From an optimization exercise on the open Yosys and OpenROAD flow, aimed at small area; shortcuts taken in it are not production practice. Function was checked by simulation only, so behaviour that the tests miss may differ from the original. No activity file was given, so power comes from the tool's default toggle rates.

### design/flow/config.mk
export PLATFORM = sky130hd
export DESIGN_NAME = kcpsm6
export DESIGN_NICKNAME = kcpsm6
export VERILOG_FILES = /design/flow/design.v
export SDC_FILE = /design/flow/constraint.sdc
export NUM_CORES = 4
export LEC_CHECK = 0
export ABC_AREA = 1
export CAP_MARGIN = 20
export CORE_MARGIN = 2
export CORE_UTILIZATION = 70
export CTS_BUF_LIST = sky130_fd_sc_hd__clkbuf_4 sky130_fd_sc_hd__clkbuf_8
export SLEW_MARGIN = 20
### design/flow/constraint.sdc
create_clock -name core_clock -period 10.0 [get_ports {clk}]
set_input_delay 2.0000 -clock core_clock [delete_from_list [all_inputs] [get_ports {clk}]]
set_output_delay 2.0000 -clock core_clock [all_outputs]
set_load 0.01 [all_outputs]
### design/flow/design.v
`timescale 1ps/1ps
module kcpsm6 (address, instruction, bram_enable, in_port, out_port, port_id,
               write_strobe, k_write_strobe, read_strobe, interrupt,
               interrupt_ack, sleep, reset, clk);
parameter [7:0]  hwbuild = 8'h00;
parameter [11:0] interrupt_vector = 12'h3FF;
parameter integer scratch_pad_memory_size = 64;
output [11:0] address;
input  [17:0] instruction;
output        bram_enable;
input  [7:0]  in_port;
output [7:0]  out_port;
output [7:0]  port_id;
output reg    write_strobe;
output reg    k_write_strobe;
output reg    read_strobe;
input         interrupt;
output reg    interrupt_ack;
input         sleep;
input         reset;
input         clk;
wire [17:0] in = instruction;
reg  [2:1] t_state;
reg        run, internal_reset, sync_sleep;
reg        interrupt_enable, sync_interrupt, active_interrupt;
reg  [1:0] alu_mux_sel;
reg        flag_enable, register_enable, spm_enable;
reg        bank, sx_addr4;
reg        arith_carry, shift_carry, use_zero_flag;
reg        carry_flag, zero_flag;
reg  [11:0] pc, return_vector;
reg        shadow_carry_flag, shadow_zero_value, shadow_zero_flag, shadow_bank;
reg  [4:0] stack_pointer;
reg  [7:0] arith_logical_result, shift_rotate_result, spm_data;
wire [7:0] sx, sy, sy_or_kk, alu_result;
function lut6(input [63:0] init, input [5:0] a);
  lut6 = init[a];
endfunction
wire [4:0] stack_pointer_carry;
wire run_value            = lut6(64'hFFFFF55500000EEE, {1'b0, reset, t_state[2], stack_pointer_carry[4], internal_reset, run});
wire internal_reset_value = lut6(64'hFFFFF55500000EEE, {1'b1, reset, t_state[2], stack_pointer_carry[4], internal_reset, run});
wire t1_value = lut6(64'h0083000B00C4004C, {1'b0, 1'b0, internal_reset, sync_sleep, t_state[2], t_state[1]});
wire t2_value = lut6(64'h0083000B00C4004C, {1'b1, 1'b0, internal_reset, sync_sleep, t_state[2], t_state[1]});
always @(posedge clk) begin
  run <= run_value;
  internal_reset <= internal_reset_value;
  sync_sleep <= sleep;
  t_state <= {t2_value, t1_value};
end
wire loadstar_type   = lut6(64'h0010000000000800, {1'b0, in[17:13]});
wire int_enable_type = lut6(64'h0010000000000800, {1'b1, in[17:13]});
wire interrupt_enable_value = lut6(64'h000000000000CAAA,
    {internal_reset, active_interrupt, t_state[1], int_enable_type, in[0], interrupt_enable});
wire active_interrupt_value = lut6(64'hCC33FF0080808080, {1'b0, loadstar_type, bank, sync_interrupt, t_state[2], interrupt_enable});
wire sx_addr4_value         = lut6(64'hCC33FF0080808080, {1'b1, loadstar_type, bank, sync_interrupt, t_state[2], interrupt_enable});
always @(posedge clk) begin
  interrupt_enable <= interrupt_enable_value;
  sync_interrupt <= interrupt;
  active_interrupt <= active_interrupt_value;
  interrupt_ack <= active_interrupt;
  sx_addr4 <= sx_addr4_value;
end
wire pc_move_is_valid = lut6(64'h5A3CFFFF00000000, {in[17:14], zero_flag, carry_flag});
wire returni_type = lut6(64'h7777027700000200, {1'b0, in[16:12]});
wire move_type    = lut6(64'h7777027700000200, {1'b1, in[16:12]});
wire [2:0] pc_mode;
assign pc_mode[0] = lut6(64'h0000F000000023FF, {1'b0, active_interrupt, pc_move_is_valid, move_type, returni_type, in[12]});
assign pc_mode[1] = lut6(64'h0000F000000023FF, {1'b1, active_interrupt, pc_move_is_valid, move_type, returni_type, in[12]});
assign pc_mode[2] = lut6(64'hFFFFFFFF00040000, {active_interrupt, in[17:14], in[12]});
wire pop_stack  = lut6(64'hFFFF100000002000, {1'b0, active_interrupt, pc_move_is_valid, move_type, in[13], in[12]});
wire push_stack = lut6(64'hFFFF100000002000, {1'b1, active_interrupt, pc_move_is_valid, move_type, in[13], in[12]});
wire [2:0] arith_logical_sel;
wire [1:0] alu_mux_sel_value;
assign alu_mux_sel_value[0] = lut6(64'h03CA000004200000, {2'b01, in[16:13]});
assign arith_logical_sel[0] = lut6(64'h03CA000004200000, {2'b11, in[16:13]});
assign alu_mux_sel_value[1] = lut6(64'h7708000000000F00, {1'b0, in[16:13], carry_flag});
wire arith_carry_in         = lut6(64'h7708000000000F00, {1'b1, in[16:13], carry_flag});
assign arith_logical_sel[1] = lut6(64'hD000000002000000, {3'b011, in[16:14]});
assign arith_logical_sel[2] = lut6(64'hD000000002000000, {3'b111, in[16:14]});
wire flag_enable_type     = lut6(64'h00013F3F0010F7CE, {1'b0, in[17:13]});
wire register_enable_type = lut6(64'h00013F3F0010F7CE, {1'b1, in[17:13]});
wire flag_enable_value     = lut6(64'hC0CC0000A0AA0000, {1'b0, t_state[1], in[17], in[12], register_enable_type, flag_enable_type});
wire register_enable_value = lut6(64'hC0CC0000A0AA0000, {1'b1, t_state[1], in[17], in[12], register_enable_type, flag_enable_type});
wire strobe_type        = lut6(64'hA280000000F000F0, {2'b01, in[16:13]});
wire use_zero_flag_value = lut6(64'hA280000000F000F0, {2'b11, in[16:13]});
wire k_write_strobe_value = lut6(64'h8000000020000000, {1'b0, t_state[1], strobe_type, in[17], in[14], in[13]});
wire spm_enable_value     = lut6(64'h8000000020000000, {1'b1, t_state[1], strobe_type, in[17], in[14], in[13]});
wire read_strobe_value    = lut6(64'h4000000001000000, {1'b0, t_state[1], strobe_type, in[17], in[14], in[13]});
wire write_strobe_value   = lut6(64'h4000000001000000, {1'b1, t_state[1], strobe_type, in[17], in[14], in[13]});
always @(posedge clk) begin
  alu_mux_sel <= alu_mux_sel_value;
  if (active_interrupt) begin
    flag_enable <= 1'b0;
    register_enable <= 1'b0;
    k_write_strobe <= 1'b0;
    spm_enable <= 1'b0;
    write_strobe <= 1'b0;
    read_strobe <= 1'b0;
  end else begin
    flag_enable <= flag_enable_value;
    register_enable <= register_enable_value;
    k_write_strobe <= k_write_strobe_value;
    spm_enable <= spm_enable_value;
    write_strobe <= write_strobe_value;
    read_strobe <= read_strobe_value;
  end
  use_zero_flag <= use_zero_flag_value;
end
wire regbank_type = lut6(64'h0080020000000000, in[17:12]);
wire bank_value = lut6(64'hACACFF00FF00FF00, {t_state[1], regbank_type, bank, in[16], shadow_bank, in[0]});
always @(posedge clk)
  if (internal_reset) bank <= 1'b0;
  else bank <= bank_value;
wire [4:0] sx_addr = {sx_addr4, in[11:8]};
wire [4:0] sy_addr = {bank, in[7:4]};
wire [7:0] half_arith_logical, logical_carry_mask, carry_arith_logical, arith_logical_value;
wire [7:0] shift_rotate_value;
genvar i;
generate for (i = 0; i < 8; i = i + 1) begin : dp
  assign sy_or_kk[i] = in[12] ? in[i] : sy[i];
  assign out_port[i] = in[13] ? in[i+4] : sx[i];
  assign logical_carry_mask[i] = lut6(64'h69696E8ACCCC0000, {1'b0, arith_logical_sel, sx[i], sy_or_kk[i]});
  assign half_arith_logical[i] = lut6(64'h69696E8ACCCC0000, {1'b1, arith_logical_sel, sx[i], sy_or_kk[i]});
  if (i == 0) begin : lsb
    assign carry_arith_logical[i] = half_arith_logical[i] ? arith_carry_in : logical_carry_mask[i];
    assign arith_logical_value[i] = half_arith_logical[i] ^ arith_carry_in;
  end else begin : msb
    assign carry_arith_logical[i] = half_arith_logical[i] ? carry_arith_logical[i-1] : logical_carry_mask[i];
    assign arith_logical_value[i] = half_arith_logical[i] ^ carry_arith_logical[i-1];
  end
  assign alu_result[i] = lut6(64'hFF00F0F0CCCCAAAA, {alu_mux_sel, spm_data[i], in_port[i], shift_rotate_result[i], arith_logical_result[i]});
end endgenerate
wire shift_in_bit = lut6(64'hBFBC8F8CB3B08380, {sx[7], sx[0], carry_flag, in[2:0]});
assign shift_rotate_value = in[3] ? {shift_in_bit, sx[7:1]} : {sx[6:0], shift_in_bit};
always @(posedge clk) begin
  arith_logical_result <= arith_logical_value;
  arith_carry <= carry_arith_logical[7];
  if (in[7]) shift_rotate_result <= hwbuild;
  else shift_rotate_result <= shift_rotate_value;
end
wire lower_parity     = lut6(64'h0000000087780000, {2'b01, arith_logical_result[1:0], carry_flag, in[13]});
wire lower_parity_sel = lut6(64'h0000000087780000, {2'b11, arith_logical_result[1:0], carry_flag, in[13]});
wire carry_lower_parity = lower_parity_sel ? 1'b0 : lower_parity;
wire upper_parity = ^arith_logical_result[7:2];
wire parity = upper_parity ^ carry_lower_parity;
wire shift_carry_value = lut6(64'hFFFFAACCF0F0F0F0, {in[16], in[7], in[3], shadow_carry_flag, sx[7], sx[0]});
wire drive_carry_in_zero = lut6(64'h3333AACCF0AA0000, {1'b0, in[15:14], parity, arith_carry, shift_carry});
wire carry_flag_value    = lut6(64'h3333AACCF0AA0000, {in[16:14], parity, arith_carry, shift_carry});
wire carry_in_zero = carry_flag_value ? 1'b0 : drive_carry_in_zero;
wire lower_zero     = lut6(64'h0000000000000001, {1'b0, alu_result[4:0]});
wire lower_zero_sel = lut6(64'h0000000000000001, {1'b1, alu_result[4:0]});
wire carry_lower_zero = lower_zero_sel ? carry_in_zero : lower_zero;
wire middle_zero     = lut6(64'h0000000D00000000, {1'b0, alu_result[7:5], zero_flag, use_zero_flag});
wire middle_zero_sel = lut6(64'h0000000D00000000, {1'b1, alu_result[7:5], zero_flag, use_zero_flag});
wire carry_middle_zero = middle_zero_sel ? carry_lower_zero : middle_zero;
wire upper_zero_sel = lut6(64'hFBFF000000000000, {3'b111, in[16:14]});
wire zero_flag_value = upper_zero_sel ? carry_middle_zero : shadow_zero_flag;
always @(posedge clk) begin
  shift_carry <= shift_carry_value;
  if (internal_reset) begin
    carry_flag <= 1'b0;
    zero_flag <= 1'b0;
  end else if (flag_enable) begin
    carry_flag <= carry_flag_value;
    zero_flag <= zero_flag_value;
  end
end
wire [11:0] register_vector = {sx[3:0], sy};
wire [11:0] pc_vector = in[12] ? return_vector : in[11:0];
wire [11:0] half_pc, pc_value;
wire [10:0] carry_pc;
generate for (i = 0; i < 12; i = i + 1) begin : pcl
  if (i == 0) begin : lsb
    assign half_pc[i] = lut6(interrupt_vector[i] ? 64'h00AA00FF33CC0F00 : 64'h00AA000033CC0F00,
                             {pc_mode, pc[i], pc_vector[i], register_vector[i]});
    assign pc_value[i] = half_pc[i];
    assign carry_pc[i] = half_pc[i] ? 1'b0 : pc_mode[0];
  end else begin : msb
    assign half_pc[i] = lut6(interrupt_vector[i] ? 64'h00AA00FFCCCCF000 : 64'h00AA0000CCCCF000,
                             {pc_mode, pc[i], pc_vector[i], register_vector[i]});
    assign pc_value[i] = half_pc[i] ^ carry_pc[i-1];
    if (i < 11) begin : mid
      assign carry_pc[i] = half_pc[i] ? carry_pc[i-1] : 1'b0;
    end
  end
end endgenerate
always @(posedge clk)
  if (internal_reset) pc <= 12'd0;
  else if (t_state[1]) pc <= pc_value;
wire [4:0] half_pointer_value, feed_pointer_value, stack_pointer_value;
generate for (i = 0; i < 5; i = i + 1) begin : spl
  assign feed_pointer_value[i] = stack_pointer[i];
  if (i == 0) begin : lsb
    assign half_pointer_value[i] = lut6(64'h001529AAAAAAAAAA, {1'b1, t_state, push_stack, pop_stack, stack_pointer[i]});
    assign stack_pointer_value[i] = half_pointer_value[i];
    assign stack_pointer_carry[i] = half_pointer_value[i] ? 1'b0 : feed_pointer_value[i];
  end else begin : msb
    assign half_pointer_value[i] = lut6(64'h002A252AAAAAAAAA, {1'b1, t_state, push_stack, pop_stack, stack_pointer[i]});
    assign stack_pointer_value[i] = half_pointer_value[i] ^ stack_pointer_carry[i-1];
    assign stack_pointer_carry[i] = half_pointer_value[i] ? stack_pointer_carry[i-1] : feed_pointer_value[i];
  end
end endgenerate
always @(posedge clk)
  if (internal_reset) stack_pointer <= 5'd0;
  else stack_pointer <= stack_pointer_value;
reg  [14:0] stack_ram [0:31];
always @(posedge clk)
  if (t_state[1]) stack_ram[stack_pointer] <= {zero_flag, carry_flag, bank, pc};
wire [14:0] stack_word = stack_ram[stack_pointer];
always @(posedge clk) begin
  return_vector <= stack_word[11:0];
  shadow_bank <= stack_word[12];
  shadow_carry_flag <= stack_word[13];
  shadow_zero_value <= stack_word[14];
  shadow_zero_flag <= shadow_zero_value;
end
reg [7:0] spm_ram [0:63];
always @(posedge clk) begin
  if (spm_enable) spm_ram[sy_or_kk[5:0]] <= sx;
  spm_data <= spm_ram[sy_or_kk[5:0]];
end
reg [7:0] reg_ram [0:31];
always @(posedge clk)
  if (register_enable) reg_ram[sx_addr] <= alu_result;
assign sx = reg_ram[sx_addr];
assign sy = reg_ram[sy_addr];
assign address = pc;
assign bram_enable = t_state[2];
assign port_id = sy_or_kk;
endmodule
### design/flow/run.sh
#!/bin/bash
# synth_recipe.tcl (not shown) runs the flow's synth.tcl, then flattens the netlist and writes it again
# the make line also repeats each setting of config.mk as NAME=value (left out here)
make -C /OpenROAD-flow-scripts/flow DESIGN_CONFIG=/design/flow/config.mk WORK_HOME=/design/flow/orfs CLKGATE_MAP_FILE= SYNTH_SCRIPT=/design/flow/synth_recipe.tcl finish
==> flow_metrics.env, run 1 <==
export IMPL_grt_pass1_vias=36800
export IMPL_switching_share_pct=25.1
export IMPL_h_tree_depth=4
export IMPL_maxCapViolCount=0
export IMPL_setup_tns_final_ns=0
export IMPL_hold_class="reg2reg"
export IMPL_p_leak_nw=20.9
export IMPL_synth_fa_ha_area_share_pct=0.655
export IMPL_avgViaCountPerCell=6.56
export IMPL_gp_congestion=1.01
export IMPL_cts_hold_buf=0
export IMPL_avgSynthCellArea_um2=12.0
export IMPL_ys_seq_area_share_pct=70.6
export IMPL_setup_worst_path_end_class="primary output"
export IMPL_peakVddDrop_v=0.000172
export IMPL_grt_overflow=0
export IMPL_synth_edf_count=1248
export IMPL_p_int_mw=8.89
export IMPL_cts_root_buf="clkbuf_8"
export IMPL_clock_path_buffers=3
export IMPL_fp_coreArea_um2=78600
export IMPL_wire_per_inst_um=25.8
export IMPL_layout_commonest_cell="edfxtp_1"
export IMPL_slew_headroom_pct=20.9
export IMPL_antenna_found_initial=6
export IMPL_fillers=4902
export IMPL_critPathMaxFanout=104
export IMPL_worstSkewPairLatency_ns=0.90
export IMPL_synth_xor_area_share_pct=0.253
export IMPL_post_cts_buffers=0
export IMPL_grt_pass1_wl_mm=226
export IMPL_p_total_mw=11.9
export IMPL_synth_top_family_by_area="compound AO/OA/AOI/OAI gates"
export IMPL_grt_max_degree=105
export IMPL_setup_worst_path_start_class="input pin"
export IMPL_hpwl_mm=91.2
export IMPL_async_flop_share_pct=0
export IMPL_synthesis_instances=4607
export IMPL_fin_ws_ns=1.97
export IMPL_drt_initial_drc_count=5524
export IMPL_wl_met1_mm=56.0
export IMPL_start_util_pct=70.4
export IMPL_ys_types=58
export IMPL_worstMarginPinSlew_ns=1.18
export IMPL_synth_compound_area_share_pct=12.9
export IMPL_synth_nets=4666
export IMPL_clock_sinks=1329
export IMPL_drc=0
export IMPL_pwr_share_comb_pct=9.3
export IMPL_setup_viol=0
export IMPL_die_x_um=285
export IMPL_synth_simple_gate_area_share_pct=11.9
export IMPL_ant_nets=0
export IMPL_final_min_clock_period_ns=8.03
export IMPL_drive_gt1_share_pct=10.8
export IMPL_highest_layer="met5"
export IMPL_rsz0062_at_grt="no"
export IMPL_p_switching_mw=2.98
export IMPL_fmax_ghz=0.125
export IMPL_worstPathRequired_ns=8.00
export IMPL_synthFlopType="edfxtp_1"
export IMPL_io_pins=63
export IMPL_cts_tree="built"
export IMPL_clkTransAtPathRegs_ns=0.06
export IMPL_synth_area_um2=55400
export IMPL_synthMuxAreaShare_pct=0
export IMPL_area_delta_synth_final_pct=10.2
export IMPL_powerDensity_nw_per_um2=195
export IMPL_timing_final_max_slew_violations=0
export IMPL_vias=38800
export IMPL_port_buffers=62
export IMPL_grt_use_total_pct=37.4
export IMPL_dp_worst_setup_slack_ns=2.19
export IMPL_status="no timing/DRC/antenna violations"
export IMPL_power_frac_clock_pct=38.0
export IMPL_num_rows=103
export IMPL_critPathKind="in2out"
export IMPL_seqPwrFrac_pct=52.7
export IMPL_drt_wl_total_mm=152
export IMPL_arrival_ns=6.03
export IMPL_synth_seq_cells=1329
export IMPL_fin_crit_sh_pct=80.3
export IMPL_firstDrtPassIters=13
export IMPL_cts_buffers=201
export IMPL_met2_length_mm=70.8
export IMPL_clock_skew_ns=0.0573
export IMPL_final_cell_mix="1248 x edfxtp_1, 925 x nand2_1, 533 x a21oi_1"
export IMPL_final_net_count=4756
export IMPL_die_area_um2=81400
export IMPL_met3WireLength_mm=18.2
export IMPL_die_h_um=285
export IMPL_post_cts_resized=0
export IMPL_hold_viol=0
export IMPL_ys_warn_count=1
==> worst paths after layout <==
kind | from | endpoint | slack, ns | depth (start not counted)
worst max-delay path | instruction[4] | port_id[0] | 1.97 | 14
worst min-delay path | shadow_zero_value | shadow_zero_flag | 0.33 | 0
worst max register to register | zero_flag | pc[11] | 4.79 | 23
worst min register to register | shadow_zero_value | shadow_zero_flag | 0.33 | 0
==> flip-flops by register name, summed over array words and instances (netlist names), 2 cells and up <==
register,flops
reg_ram,256
pc,12
stack_pointer,5
arith_logical_result,8
return_vector,12
alu_mux_sel,2
spm_data,8
shift_rotate_result,8
spm_ram,512
t_state,2
stack_ram,480
==> critical path, stage by stage <==
cell and delay, ns:
buf_4 0.32, inv_4 0.85, buf_12 0.35, nand2_1 0.08, nand3_1 0.07, nand3_1 0.08, nand2_1 0.09, nand2_1 0.06
nand3_1 0.23, nand2_1 0.16, nand2_1 0.14, nand2_4 0.32, inv_8 0.50, clkdlybuf4s50_1 0.64
==> logic make-up (layout without fill, tap and decap cells) <==
| group | after synthesis | in the layout |
|---|---|---|
| other cells | 0 | 4 |
| fa+ha+maj | 29 | 29 |
| simple gates | 1569 | 1569 |
| compound gates | 1203 | 1203 |
| buf+inv | 461 | 713 |
| flops | 1329 | 1329 |
| xor+xnor | 16 | 16 |
==> per-layer routing <==
layer	up-vias	track usage [%]
li1	17100	-
met1	18500	51.4
met2	2654	57.5
met3	470	8.90
met4	10	17.4
met5	-	0
==> synth_stat cells (2+ instances only) <==
cell type / count / area share, %
a2111o_1: 6 / 0.12
a211oi_1: 5 / 0.068
a21oi_1: 533 / 4.8
a221oi_1: 13 / 0.21
a22o_1: 24 / 0.38
a22oi_1: 248 / 3.4
a31oi_1: 5 / 0.056
buf_1: 21 / 0.14
buf_2: 116 / 1.0
buf_4: 26 / 0.35
buf_6: 5 / 0.10
clkbuf_1: 114 / 0.77
clkinv_1: 10 / 0.068
dfxtp_1: 81 / 2.9
edfxtp_1: 1248 / 68
ha_1: 29 / 0.66
inv_1: 144 / 0.98
inv_2: 25 / 0.17
nand2_1: 926 / 6.3
nand2_2: 16 / 0.18
nand3_1: 174 / 1.6
nand3_2: 2 / 0.036
nand3b_1: 4 / 0.054
nand4_1: 10 / 0.11
nor2_1: 237 / 1.6
nor2_2: 4 / 0.045
nor3_1: 127 / 1.1
nor3_2: 4 / 0.072
nor3b_1: 2 / 0.027
nor4_1: 11 / 0.12
o211ai_1: 13 / 0.18
o21ai_0: 161 / 1.5
o21ai_1: 94 / 0.85
o221ai_1: 55 / 0.87
o22ai_1: 31 / 0.35
o31ai_1: 3 / 0.041
or2_0: 11 / 0.12
or2_1: 14 / 0.16
or2_2: 17 / 0.19
or4_1: 6 / 0.081
xnor2_1: 12 / 0.19
xor2_1: 4 / 0.063
==> per-stage QoR <==
step | util [%] | cells | instance area, um2 | hold slack [ns]
floorplan | - | 4607 | 55400 | 0.310
global placement | 72.4 | 5543 | 56900 | 0.312
detailed placement | 72.4 | 5543 | 56900 | 0.313
CTS | 77.5 | 5908 | 60900 | 0.328
global route | 77.6 | 5910 | 61000 | 0.333
finish | 77.6 | 5913 | 61000 | 0.328
==> power by group through the flow <==
| stage | registers [mW] | clock network (mW) | logic, mW |
|---|---|---|---|
| 6_report | 6.26 | 4.51 | 1.11 |
| 4_1_cts | 6.26 | 4.52 | 1.07 |
| 3_5_place_dp | 6.37 | 0 | 1.07 |
| 5_1_grt | 6.26 | 4.75 | 1.17 |
| 3_3_place_gp | 6.38 | 0 | 1.05 |
| 2_1_floorplan | 6.37 | 0 | 0.651 |
==> cell type report <==
type / instances / area (um2) / area share, %
tap: 1050 / 1310 / 2.15
sequential: 1329 / 39100 / 64.1
multi-input combinational: 2817 / 14400 / 23.6
inverter: 179 / 687 / 1.13
clock buffer: 279 / 3410 / 5.60
antenna: 4 / 10.0 / 0.0164
timing repair buffer: 169 / 1440 / 2.36
clock inverter: 86 / 652 / 1.07
==> run 2, diff against run 1 <==
==> design/flow/config.mk (replaced) <==
export PLATFORM = sky130hd
export DESIGN_NAME = kcpsm6
export DESIGN_NICKNAME = kcpsm6
export VERILOG_FILES = /design/flow/design.v
export SDC_FILE = /design/flow/constraint.sdc
export NUM_CORES = 4
export LEC_CHECK = 0
export CAP_MARGIN = 20
export CORE_MARGIN = 2
export CORE_UTILIZATION = 45
export SLEW_MARGIN = 20
==> run 2 against run 1 <==
Compared with the run above:
- still clean
- sequential share of layout area shrank 0.61 points
- flip-flop and latch count unchanged
- maximum frequency grew 2.8%
- worst setup slack better by 0.22 ns
- synthesized area fell by 1.7%
- die area increased by 52%
- global-route usage down 13 points
- via count decreased by 19%
- register-to-register slack better by 0.08 ns
- critical endpoint is now out_port[7]
- largest cell class unchanged
- largest power group unchanged
==> flow_metrics.env, run 2 <==
export IMPL_p_switching_mw=2.88
export IMPL_maxCapViolCount=0
export IMPL_post_cts_buffers=0
export IMPL_drt_initial_drc_count=4436
export IMPL_num_rows=127
export IMPL_synth_common_cells="1248 x edfxtp_1, 248 x mux4_2, 227 x nor2_1"
export IMPL_r2r_end="spm_data[3]"
export IMPL_setup_worst_path_start_class="input pin"
export IMPL_dpl_cell_area_um2=57000
export IMPL_critPathKind="in2out"
export IMPL_hold_class="reg2reg"
export IMPL_peakVddDrop_v=0.000160
export IMPL_final_net_count=3341
export IMPL_hold_viol=0
export IMPL_cts_tree="built"
export IMPL_async_flop_share_pct=0
export IMPL_final_min_clock_period_ns=7.81
export IMPL_largest_reg_flops=512
export IMPL_p_leak_nw=18.9
export IMPL_synth_edf_count=1248
export IMPL_status="no timing/DRC/antenna violations"
export IMPL_design_area_um2=61600
export IMPL_die_area_um2=124000
export IMPL_grt_use_total_pct=24.6
export IMPL_port_buffers=62
export IMPL_worstPathRequired_ns=8.00
export IMPL_regToRegStartpoint="bank"
export IMPL_avgSynthCellArea_um2=17.1
export IMPL_post_cts_resized=0
export IMPL_hpwl_mm=94.2
export IMPL_clock_sinks=1329
export IMPL_clock_path_buffers=3
export IMPL_io_pins=63
export IMPL_worstSkewPairLatency_ns=0.77
export IMPL_fmax_ghz=0.128
export IMPL_cts_buffers=138
export IMPL_yosysMostFrequentCell="edfxtp_1"
export IMPL_grt_overflow=0
export IMPL_fin_crit_sh_pct=78.1
export IMPL_rsz0062_at_grt="no"
export IMPL_synth_area_um2=54400
export IMPL_clock_skew_ns=0.0333
export IMPL_setup_worst_path_end_class="primary output"
export IMPL_synth_nets=3233
export IMPL_cts_root_buf="clkbuf_16"
export IMPL_synth_seq_cells=1329
export IMPL_area_delta_synth_final_pct=13.2
export IMPL_rrSetupSlack_ns=4.87
export IMPL_p_total_mw=12.4
export IMPL_netlist_top_cells_area="edfxtp_1 69%, mux4_2 10%, dfxtp_1 3.0%"
export IMPL_utilization_pct=51.3
export IMPL_synthFlopType="edfxtp_1"
export IMPL_ant_nets=0
export IMPL_r2r_cells=14
export IMPL_die_x_um=352
export IMPL_crit_path_start="instruction[10]"
export IMPL_drt_wl_total_mm=152
export IMPL_ys_seq_area_share_pct=71.8
export IMPL_drc=0
export IMPL_grt_max_degree=70
export IMPL_grt_pass1_wl_mm=219
export IMPL_layout_commonest_cell="edfxtp_1"
export IMPL_fp_coreArea_um2=120000
export IMPL_vias=31400
export IMPL_whs_ns=0.365
export IMPL_clkTransAtPathRegs_ns=0.06
export IMPL_final_cell_mix="1248 x edfxtp_1, 248 x mux4_2, 220 x nor2_1"
export IMPL_powerDensity_nw_per_um2=202
export IMPL_avgViaCountPerCell=6.27
export IMPL_worstMarginPinSlew_ns=1.16
export IMPL_p_int_mw=9.54
export IMPL_die_h_um=352
export IMPL_synth_largest_area_cell="edfxtp_1"
export IMPL_slew_headroom_pct=22.2
export IMPL_synthesis_instances=3174
export IMPL_ys_types=83
export IMPL_ys_warn_count=1
export IMPL_firstDrtPassIters=6
export IMPL_gp_congestion=0.938
export IMPL_h_tree_depth=4
export IMPL_cts_hold_buf=0
export IMPL_grt_pass1_vias=30900
export IMPL_wire_per_inst_um=30.3
export IMPL_seqPwrFrac_pct=50.2
export IMPL_cp_endpoint="out_port[7]"
export IMPL_arrival_ns=5.81
export IMPL_critPathMaxFanout=69
export IMPL_drive_gt1_share_pct=18.5
export IMPL_yosysTopAreaCellShare_pct=68.9
export IMPL_power_frac_clock_pct=42.0
export IMPL_start_util_pct=45.4
export IMPL_timing_final_max_slew_violations=0
export IMPL_antenna_found_initial=6
export IMPL_setup_tns_final_ns=0
export IMPL_setup_viol=0
export IMPL_switching_share_pct=23.2
export IMPL_pwr_share_comb_pct=7.8
==> run 2: per-stage QoR <==
step | worst slack, ns | cells
after floorplan | 0.0244 | 3174
after global placement | 2.12 | 4752
after detailed placement | 2.20 | 4754
after CTS | 2.25 | 5004
after global routing | 2.06 | 5006
final | 2.19 | 5008
==> run 2: logic make-up (layout without fill, tap and decap cells) <==
kind of cell | Yosys count | in the layout | share of synthesized area (%)
buffers and inverters | 224 | 442 | 2.01
DFF | 1329 | 1329 | 71.8
adders and majority gates | 29 | 29 | 0.667
other | 0 | 4 | 0
AOI/OAI and AO/OA | 543 | 543 | 6.74
and+or+nand+nor | 623 | 623 | 5.18
xor gates and xnor gates | 19 | 19 | 0.306
muxes | 407 | 407 | 13.3
==> run 2: worst min path at each step <==
stage,startpoint,to,slack [ns],cells after the start
5_1_grt,shadow_zero_value,shadow_zero_flag,0.36,0
6_report,shadow_zero_value,shadow_zero_flag,0.36,0
2_1_floorplan,shadow_zero_value,shadow_zero_flag,0.31,0
3_5_place_dp,shadow_zero_value,shadow_zero_flag,0.34,0
3_3_place_gp,shadow_zero_value,shadow_zero_flag,0.33,0
4_1_cts,shadow_zero_value,shadow_zero_flag,0.36,0
==> run 2: per-layer routing <==
layer | up-vias | wire length, um | track usage, %
met1 | 16300 | 62500 | 34.7
met5 | - | 0 | 0
met3 | 308 | 13800 | 5.14
li1 | 13100 | - | -
met2 | 1734 | 70300 | 38.1
met4 | 0 | 5290 | 8.73
==> run 2: final cells by class <==
cell class | count | area (um2)
clock buffer | 175 | 3730
antenna | 4 | 10.0
fill | 9669 | 58400
sequential | 1329 | 39100
clock inverter | 75 | 865
tap | 1612 | 2020
multi-input combinational | 1621 | 14400
timing repair buffer | 167 | 1410
inverter | 25 | 98.8
==> run 2: critical path, stage by stage <==
cell             delay, ns
clkdlybuf4s50_1       0.74
nand3b_1              0.65
o22ai_1               0.30
nor4_2                0.27
buf_4                 0.63
inv_1                 0.18
o21ai_0               0.38
clkdlybuf4s50_1       0.62
==> run 2: power by group through the flow <==
stage	sequential, mW	combinational, mW	clock (mW)
final	6.24	0.970	5.21
after global routing	6.24	1.02	5.49
after CTS	6.24	0.957	5.28
after detailed placement	6.36	0.955	0
after global placement	6.36	0.936	0
after floorplan	6.35	0.579	0
==> run 3, diff against run 2 <==
--- a/design/flow/design.v
+++ b/design/flow/design.v
@@ -23,16 +23,23 @@
 reg  [2:1] t_state;
 reg        run, internal_reset, sync_sleep;
 reg        interrupt_enable, sync_interrupt, active_interrupt;
-reg  [1:0] alu_mux_sel;
 reg        flag_enable, register_enable, spm_enable;
 reg        bank, sx_addr4;
-reg        arith_carry, shift_carry, use_zero_flag;
+reg        shift_carry;
 reg        carry_flag, zero_flag;
-reg  [11:0] pc, return_vector;
-reg        shadow_carry_flag, shadow_zero_value, shadow_zero_flag, shadow_bank;
+reg  [11:0] pc;
+reg        shadow_zero_flag;
+wire [11:0] return_vector;
+wire       shadow_carry_flag, shadow_bank;
 reg  [4:0] stack_pointer;
-reg  [7:0] arith_logical_result, shift_rotate_result, spm_data;
-wire [7:0] sx, sy, sy_or_kk, alu_result;
+reg  [7:0] sx_t1;
+reg        carry_t1;
+reg  [4:0] sy_addr;
+reg        pc_from_reg;
+wire [7:0] rf_read, sx, sy, sy_or_kk, alu_result;
+wire [7:0] arith_logical_result, shift_rotate_result, spm_data;
+wire [1:0] alu_mux_sel;
+wire       arith_carry, use_zero_flag;
 function lut6(input [63:0] init, input [5:0] a);
   lut6 = init[a];
 endfunction
@@ -73,8 +80,8 @@
 wire [1:0] alu_mux_sel_value;
 assign alu_mux_sel_value[0] = lut6(64'h03CA000004200000, {2'b01, in[16:13]});
 assign arith_logical_sel[0] = lut6(64'h03CA000004200000, {2'b11, in[16:13]});
-assign alu_mux_sel_value[1] = lut6(64'h7708000000000F00, {1'b0, in[16:13], carry_flag});
-wire arith_carry_in         = lut6(64'h7708000000000F00, {1'b1, in[16:13], carry_flag});
+assign alu_mux_sel_value[1] = lut6(64'h7708000000000F00, {1'b0, in[16:13], carry_t1});
+wire arith_carry_in         = lut6(64'h7708000000000F00, {1'b1, in[16:13], carry_t1});
 assign arith_logical_sel[1] = lut6(64'hD000000002000000, {3'b011, in[16:14]});
 assign arith_logical_sel[2] = lut6(64'hD000000002000000, {3'b111, in[16:14]});
 wire flag_enable_type     = lut6(64'h00013F3F0010F7CE, {1'b0, in[17:13]});
@@ -87,8 +94,9 @@
 wire spm_enable_value     = lut6(64'h8000000020000000, {1'b1, t_state[1], strobe_type, in[17], in[14], in[13]});
 wire read_strobe_value    = lut6(64'h4000000001000000, {1'b0, t_state[1], strobe_type, in[17], in[14], in[13]});
 wire write_strobe_value   = lut6(64'h4000000001000000, {1'b1, t_state[1], strobe_type, in[17], in[14], in[13]});
-always @(posedge clk) begin
-  alu_mux_sel <= alu_mux_sel_value;
+assign alu_mux_sel = alu_mux_sel_value;
+assign use_zero_flag = use_zero_flag_value;
+always @(posedge clk) begin
   if (active_interrupt) begin
     flag_enable <= 1'b0;
     register_enable <= 1'b0;
@@ -104,21 +112,29 @@
     write_strobe <= write_strobe_value;
     read_strobe <= read_strobe_value;
   end
-  use_zero_flag <= use_zero_flag_value;
 end
 wire regbank_type = lut6(64'h0080020000000000, in[17:12]);
 wire bank_value = lut6(64'hACACFF00FF00FF00, {t_state[1], regbank_type, bank, in[16], shadow_bank, in[0]});
 always @(posedge clk)
-  if (internal_reset) bank <= 1'b0;
-  else bank <= bank_value;
+  bank <= bank_next;
 wire [4:0] sx_addr = {sx_addr4, in[11:8]};
-wire [4:0] sy_addr = {bank, in[7:4]};
+wire port_type = (in[17:13] == 5'b00100) | (in[17:14] == 4'b1011);
+wire bank_next = internal_reset ? 1'b0 : bank_value;
+wire [4:0] rf_read_addr = t_state[1] ? sx_addr : sy_addr;
+assign sx = sx_t1;   
+assign sy = rf_read;
+always @(posedge clk)
+  if (t_state[1]) begin
+    sx_t1 <= rf_read;
+    carry_t1 <= carry_flag;
+    sy_addr <= {port_type ? bank_next : bank, in[7:4]};
+  end
 wire [7:0] half_arith_logical, logical_carry_mask, carry_arith_logical, arith_logical_value;
 wire [7:0] shift_rotate_value;
 genvar i;
 generate for (i = 0; i < 8; i = i + 1) begin : dp
   assign sy_or_kk[i] = in[12] ? in[i] : sy[i];
-  assign out_port[i] = in[13] ? in[i+4] : sx[i];
+  assign out_port[i] = in[13] ? in[i+4] : sx_t1[i];
   assign logical_carry_mask[i] = lut6(64'h69696E8ACCCC0000, {1'b0, arith_logical_sel, sx[i], sy_or_kk[i]});
   assign half_arith_logical[i] = lut6(64'h69696E8ACCCC0000, {1'b1, arith_logical_sel, sx[i], sy_or_kk[i]});
   if (i == 0) begin : lsb
@@ -130,20 +146,17 @@
   end
   assign alu_result[i] = lut6(64'hFF00F0F0CCCCAAAA, {alu_mux_sel, spm_data[i], in_port[i], shift_rotate_result[i], arith_logical_result[i]});
 end endgenerate
-wire shift_in_bit = lut6(64'hBFBC8F8CB3B08380, {sx[7], sx[0], carry_flag, in[2:0]});
+wire shift_in_bit = lut6(64'hBFBC8F8CB3B08380, {sx[7], sx[0], carry_t1, in[2:0]});
 assign shift_rotate_value = in[3] ? {shift_in_bit, sx[7:1]} : {sx[6:0], shift_in_bit};
-always @(posedge clk) begin
-  arith_logical_result <= arith_logical_value;
-  arith_carry <= carry_arith_logical[7];
-  if (in[7]) shift_rotate_result <= hwbuild;
-  else shift_rotate_result <= shift_rotate_value;
-end
+assign arith_logical_result = arith_logical_value;
+assign arith_carry = carry_arith_logical[7];
+assign shift_rotate_result = in[7] ? hwbuild : shift_rotate_value;
 wire lower_parity     = lut6(64'h0000000087780000, {2'b01, arith_logical_result[1:0], carry_flag, in[13]});
 wire lower_parity_sel = lut6(64'h0000000087780000, {2'b11, arith_logical_result[1:0], carry_flag, in[13]});
 wire carry_lower_parity = lower_parity_sel ? 1'b0 : lower_parity;
 wire upper_parity = ^arith_logical_result[7:2];
 wire parity = upper_parity ^ carry_lower_parity;
-wire shift_carry_value = lut6(64'hFFFFAACCF0F0F0F0, {in[16], in[7], in[3], shadow_carry_flag, sx[7], sx[0]});
+wire shift_carry_value = lut6(64'hFFFFAACCF0F0F0F0, {in[16], in[7], in[3], shadow_carry_flag, rf_read[7], rf_read[0]});
 wire drive_carry_in_zero = lut6(64'h3333AACCF0AA0000, {1'b0, in[15:14], parity, arith_carry, shift_carry});
 wire carry_flag_value    = lut6(64'h3333AACCF0AA0000, {in[16:14], parity, arith_carry, shift_carry});
 wire carry_in_zero = carry_flag_value ? 1'b0 : drive_carry_in_zero;
@@ -165,7 +178,7 @@
     zero_flag <= zero_flag_value;
   end
 end
-wire [11:0] register_vector = {sx[3:0], sy};
+wire [11:0] register_vector = 12'd0;   
 wire [11:0] pc_vector = in[12] ? return_vector : in[11:0];
 wire [11:0] half_pc, pc_value;
 wire [10:0] carry_pc;
@@ -185,8 +198,16 @@
   end
 end endgenerate
 always @(posedge clk)
-  if (internal_reset) pc <= 12'd0;
-  else if (t_state[1]) pc <= pc_value;
+  if (internal_reset) begin
+    pc <= 12'd0;
+    pc_from_reg <= 1'b0;
+  end else if (t_state[1]) begin
+    pc <= pc_value;
+    pc_from_reg <= pc_mode == 3'b110;
+  end else if (t_state[2]) begin
+    if (pc_from_reg) pc <= {sx_t1[3:0], sy};
+    pc_from_reg <= 1'b0;
+  end
 wire [4:0] half_pointer_value, feed_pointer_value, stack_pointer_value;
 generate for (i = 0; i < 5; i = i + 1) begin : spl
   assign feed_pointer_value[i] = stack_pointer[i];
@@ -203,28 +224,49 @@
 always @(posedge clk)
   if (internal_reset) stack_pointer <= 5'd0;
   else stack_pointer <= stack_pointer_value;
-reg  [14:0] stack_ram [0:31];
-always @(posedge clk)
-  if (t_state[1]) stack_ram[stack_pointer] <= {zero_flag, carry_flag, bank, pc};
-wire [14:0] stack_word = stack_ram[stack_pointer];
-always @(posedge clk) begin
-  return_vector <= stack_word[11:0];
-  shadow_bank <= stack_word[12];
-  shadow_carry_flag <= stack_word[13];
-  shadow_zero_value <= stack_word[14];
-  shadow_zero_flag <= shadow_zero_value;
-end
-reg [7:0] spm_ram [0:63];
-always @(posedge clk) begin
-  if (spm_enable) spm_ram[sy_or_kk[5:0]] <= sx;
-  spm_data <= spm_ram[sy_or_kk[5:0]];
-end
-reg [7:0] reg_ram [0:31];
-always @(posedge clk)
-  if (register_enable) reg_ram[sx_addr] <= alu_result;
-assign sx = reg_ram[sx_addr];
-assign sy = reg_ram[sy_addr];
-assign address = pc;
+wire [31:0] sp_sel = 32'd1 << stack_pointer;
+reg  [14:0] stack_ram [0:30];
+reg  [14:0] stack_word;
+integer k;
+always @(posedge clk)
+  for (k = 0; k <= 30; k = k + 1)
+    if (t_state[1] && sp_sel[k]) stack_ram[k] <= {zero_flag, carry_flag, bank, pc};
+always @* begin
+  stack_word = 15'd0;
+  for (k = 0; k <= 30; k = k + 1)
+    stack_word = stack_word | ({15{sp_sel[k+1]}} & stack_ram[k]);
+end
+assign return_vector = stack_word[11:0];
+assign shadow_bank = stack_word[12];
+assign shadow_carry_flag = stack_word[13];
+always @(posedge clk)
+  shadow_zero_flag <= stack_word[14];
+wire [63:0] spm_sel = 64'd1 << sy_or_kk[5:0];
+reg  [7:0] spm_ram [0:63];
+reg  [7:0] spm_ram_data;
+always @(posedge clk)
+  for (k = 0; k < 64; k = k + 1)
+    if (spm_enable && spm_sel[k]) spm_ram[k] <= sx;
+always @* begin
+  spm_ram_data = 8'd0;
+  for (k = 0; k < 64; k = k + 1)
+    spm_ram_data = spm_ram_data | ({8{spm_sel[k]}} & spm_ram[k]);
+end
+assign spm_data = spm_ram_data;
+wire [31:0] sx_sel = 32'd1 << sx_addr;
+wire [31:0] rd_sel = 32'd1 << rf_read_addr;
+reg  [7:0] reg_ram [0:31];
+reg  [7:0] rd_r;
+always @(posedge clk)
+  for (k = 0; k < 32; k = k + 1)
+    if (register_enable && sx_sel[k]) reg_ram[k] <= alu_result;
+always @* begin
+  rd_r = 8'd0;
+  for (k = 0; k < 32; k = k + 1)
+    rd_r = rd_r | ({8{rd_sel[k]}} & reg_ram[k]);
+end
+assign rf_read = rd_r;
+assign address = pc_from_reg ? {sx_t1[3:0], sy} : pc;
 assign bram_enable = t_state[2];
 assign port_id = sy_or_kk;
 endmodule
--- a/design/flow/config.mk
+++ b/design/flow/config.mk
@@ -8,4 +8,6 @@
 export CAP_MARGIN = 20
 export CORE_MARGIN = 2
 export CORE_UTILIZATION = 45
+export CTS_CLUSTER_DIAMETER = 80
+export CTS_CLUSTER_SIZE = 20
 export SLEW_MARGIN = 20
==> run 3 against run 2 <==
Compared with the run above:
- worst hold slack gained 0.062 ns
- first-iteration DRC count is 29% higher
- flip-flop and latch count fell by 43
- clock power decreased by 36%
- synthesized cell count is 9.4% higher
- routed wire length rose by 21%
- final cell count rose by 2.8%
- synthesized area fell by 4.1%
- critical path depth up 1
- total power shrank 21%
- clock skew grew 0.0018 ns
- via count is 11% higher
- highest routed layer is now met5
==> flow_metrics.env, run 3 <==
export IMPL_fmax_ghz=0.108
export IMPL_drt_initial_drc_count=5735
export IMPL_synth_largest_area_cell="edfxtp_1"
export IMPL_setup_viol=0
export IMPL_firstDrtPassIters=6
export IMPL_critPathKind="in2out"
export IMPL_p_total_mw=9.78
export IMPL_netlist_top_cells_area="edfxtp_1 72%, a22oi_1 2.2%, a22o_1 1.9%"
export IMPL_port_buffers=62
export IMPL_async_flop_share_pct=0
export IMPL_final_min_clock_period_ns=9.24
export IMPL_clock_sinks=1286
export IMPL_area_delta_synth_final_pct=11.1
export IMPL_die_x_um=345
export IMPL_rsz0062_at_grt="no"
export IMPL_num_rows=124
export IMPL_cts_buffers=76
export IMPL_drive_gt1_share_pct=11.8
export IMPL_grt_pass1_vias=32300
export IMPL_setup_worst_path_end_class="primary output"
export IMPL_die_area_um2=119000
export IMPL_worstPathRequired_ns=8.00
export IMPL_arrival_ns=7.24
export IMPL_synth_common_cells="1247 x edfxtp_1, 180 x nor2_1, 175 x clkbuf_1"
export IMPL_whs_ns=0.427
export IMPL_cts_tree="built"
export IMPL_clkTransAtPathRegs_ns=0.08
export IMPL_wire_per_inst_um=35.8
export IMPL_yosysTopAreaCellShare_pct=71.7
export IMPL_ys_warn_count=4
export IMPL_hold_viol=0
export IMPL_maxCapViolCount=0
export IMPL_post_cts_buffers=0
export IMPL_drt_wl_total_mm=184
export IMPL_grt_max_degree=73
export IMPL_synth_edf_count=1247
export IMPL_synth_nets=3532
export IMPL_hpwl_mm=122
export IMPL_ys_seq_area_share_pct=73.2
export IMPL_ant_nets=0
export IMPL_peakVddDrop_v=0.000132
export IMPL_io_pins=63
export IMPL_synthesis_instances=3472
export IMPL_rrSetupSlack_ns=2.45
export IMPL_hold_class="reg2reg"
export IMPL_synth_area_um2=52200
export IMPL_clock_skew_ns=0.0351
export IMPL_cts_hold_buf=0
export IMPL_vias=34900
export IMPL_grt_use_total_pct=30.6
export IMPL_largest_reg_flops=512
export IMPL_grt_overflow=0
export IMPL_gp_congestion=0.966
export IMPL_final_net_count=3648
export IMPL_synthFlopType="edfxtp_1"
export IMPL_ys_types=101
export IMPL_setup_worst_path_start_class="input pin"
export IMPL_worstMarginPinSlew_ns=1.17
export IMPL_post_cts_resized=0
export IMPL_avgSynthCellArea_um2=15.0
export IMPL_drc=0
export IMPL_utilization_pct=50.6
export IMPL_fp_coreArea_um2=115000
export IMPL_start_util_pct=45.5
export IMPL_final_cell_mix="1247 x edfxtp_1, 194 x buf_4, 166 x nor2_1"
export IMPL_antenna_found_initial=7
export IMPL_h_tree_depth=3
export IMPL_grt_pass1_wl_mm=255
export IMPL_setup_tns_final_ns=0
export IMPL_yosysMostFrequentCell="edfxtp_1"
export IMPL_p_leak_nw=18.9
export IMPL_cts_root_buf="clkbuf_16"
export IMPL_timing_final_max_slew_violations=0
export IMPL_fin_crit_sh_pct=92.4
export IMPL_worstSkewPairLatency_ns=0.70
export IMPL_synth_seq_cells=1286
export IMPL_clock_path_buffers=3
export IMPL_powerDensity_nw_per_um2=169
export IMPL_avgViaCountPerCell=6.79
export IMPL_critPathMaxFanout=12
export IMPL_layout_commonest_cell="edfxtp_1"
export IMPL_status="no timing/DRC/antenna violations"
export IMPL_multiInputGateArea_um2=13300
export IMPL_die_h_um=345
export IMPL_slew_headroom_pct=21.0
export IMPL_fillers=9626
export IMPL_seqCellArea_um2=38200
run 3: kinds of logic (layout without fill, tap and decap cells):
kind of cell	after synthesis	after routing	synth area share [%]
and+or+nand+nor	877	877	8.85
DFF	1286	1286	73.2
AOI/OAI and AO/OA	906	906	13.1
adders and majority gates	30	30	0.719
muxes	85	85	1.73
xor gates and xnor gates	21	21	0.352
other	0	2	0
buffers and inverters	267	429	2.07
run 3: layout make-up:
class / count / share of cell area (%)
inverter: 46 / 0.302
timing repair buffer: 259 / 3.64
clock inverter: 16 / 0.436
antenna: 2 / 0.00863
sequential: 1286 / 65.9
clock buffer: 108 / 3.48
tap: 1512 / 3.26
multi-input combinational: 1919 / 23.0
run 3: final timing paths:
path | cells past startpoint | from | end
setup / recovery | 9 | instruction[9] | port_id[5]
hold / removal | 1 | run | internal_reset
hold reg to reg | 1 | run | internal_reset
setup reg to reg | 23 | t_state[1] | zero_flag
run 3: through the flow:
stage	setup slack, ns	std cells	instance area [um2]
after floorplan	1.52	3472	52200
after global placement	0.808	5019	55700
after detailed placement	0.806	5020	55700
after CTS	1.09	5144	58000
after global routing	0.815	5146	58000
final	0.762	5148	58000
run 3: worst max-delay path, stage by stage:
cell             delay [ns]
clkdlybuf4s50_1        0.94
and3b_1                0.42
nor2_1                 0.57
nor3b_1                0.14
nor4_1                 0.71
nand4_1                0.53
o21ai_0                0.85
inv_1                  0.44
clkdlybuf4s50_1        0.61
run 3: where the power goes:
part | leakage [nW] | switching, mW | internal (mW)
clock network | 1.09 | 1.80 | 1.52
registers | 12.2 | 0.00658 | 5.90
logic | 5.64 | 0.402 | 0.155
run 3: per-layer routing:
layer,up-vias,GRT usage [%],share of wire (%)
met1,17900,45.0,40
met2,2362,45.5,44
met3,353,5.90,11
met5,-,0,0.014
met4,4,11.3,4.2
li1,14300,-,-

-- separate check: timing with driven ports --
No port has a modelled driver above. Below, the same layouts with a new extraction and two added sets of constraints. Step 1: set_driving_cell puts a clkbuf_16 on clk and a buf_2 on each other input, an assumption about the parent block. Step 2, shift: input delay + t, output delay - t, t = (earliest + latest rising clock arrival at the registers) / 2. This alone moves slack from input paths to output paths. Three values: no drivers, after step 1, after step 2; two values: the first two.
run | t, ns | slack for setup (ns) | slew at the worst register clock pin (ns) | cell pins on the clock port's net
run 1 | 0.944 | 1.968 / 1.948 / 1.948 | 0.07 / 0.07 | 1
run 2 | 0.822 | 2.189 / 2.112 / 2.112 | 0.06 / 0.06 | 1
run 3 | 0.762 | 0.762 / 0.735 / 0.461 | 0.10 / 0.10 | 1
After both steps every run listed still meets setup and hold. The setup slack of run 3, which loses most, moves by -0.027 ns with the drivers and by -0.301 ns with both steps.
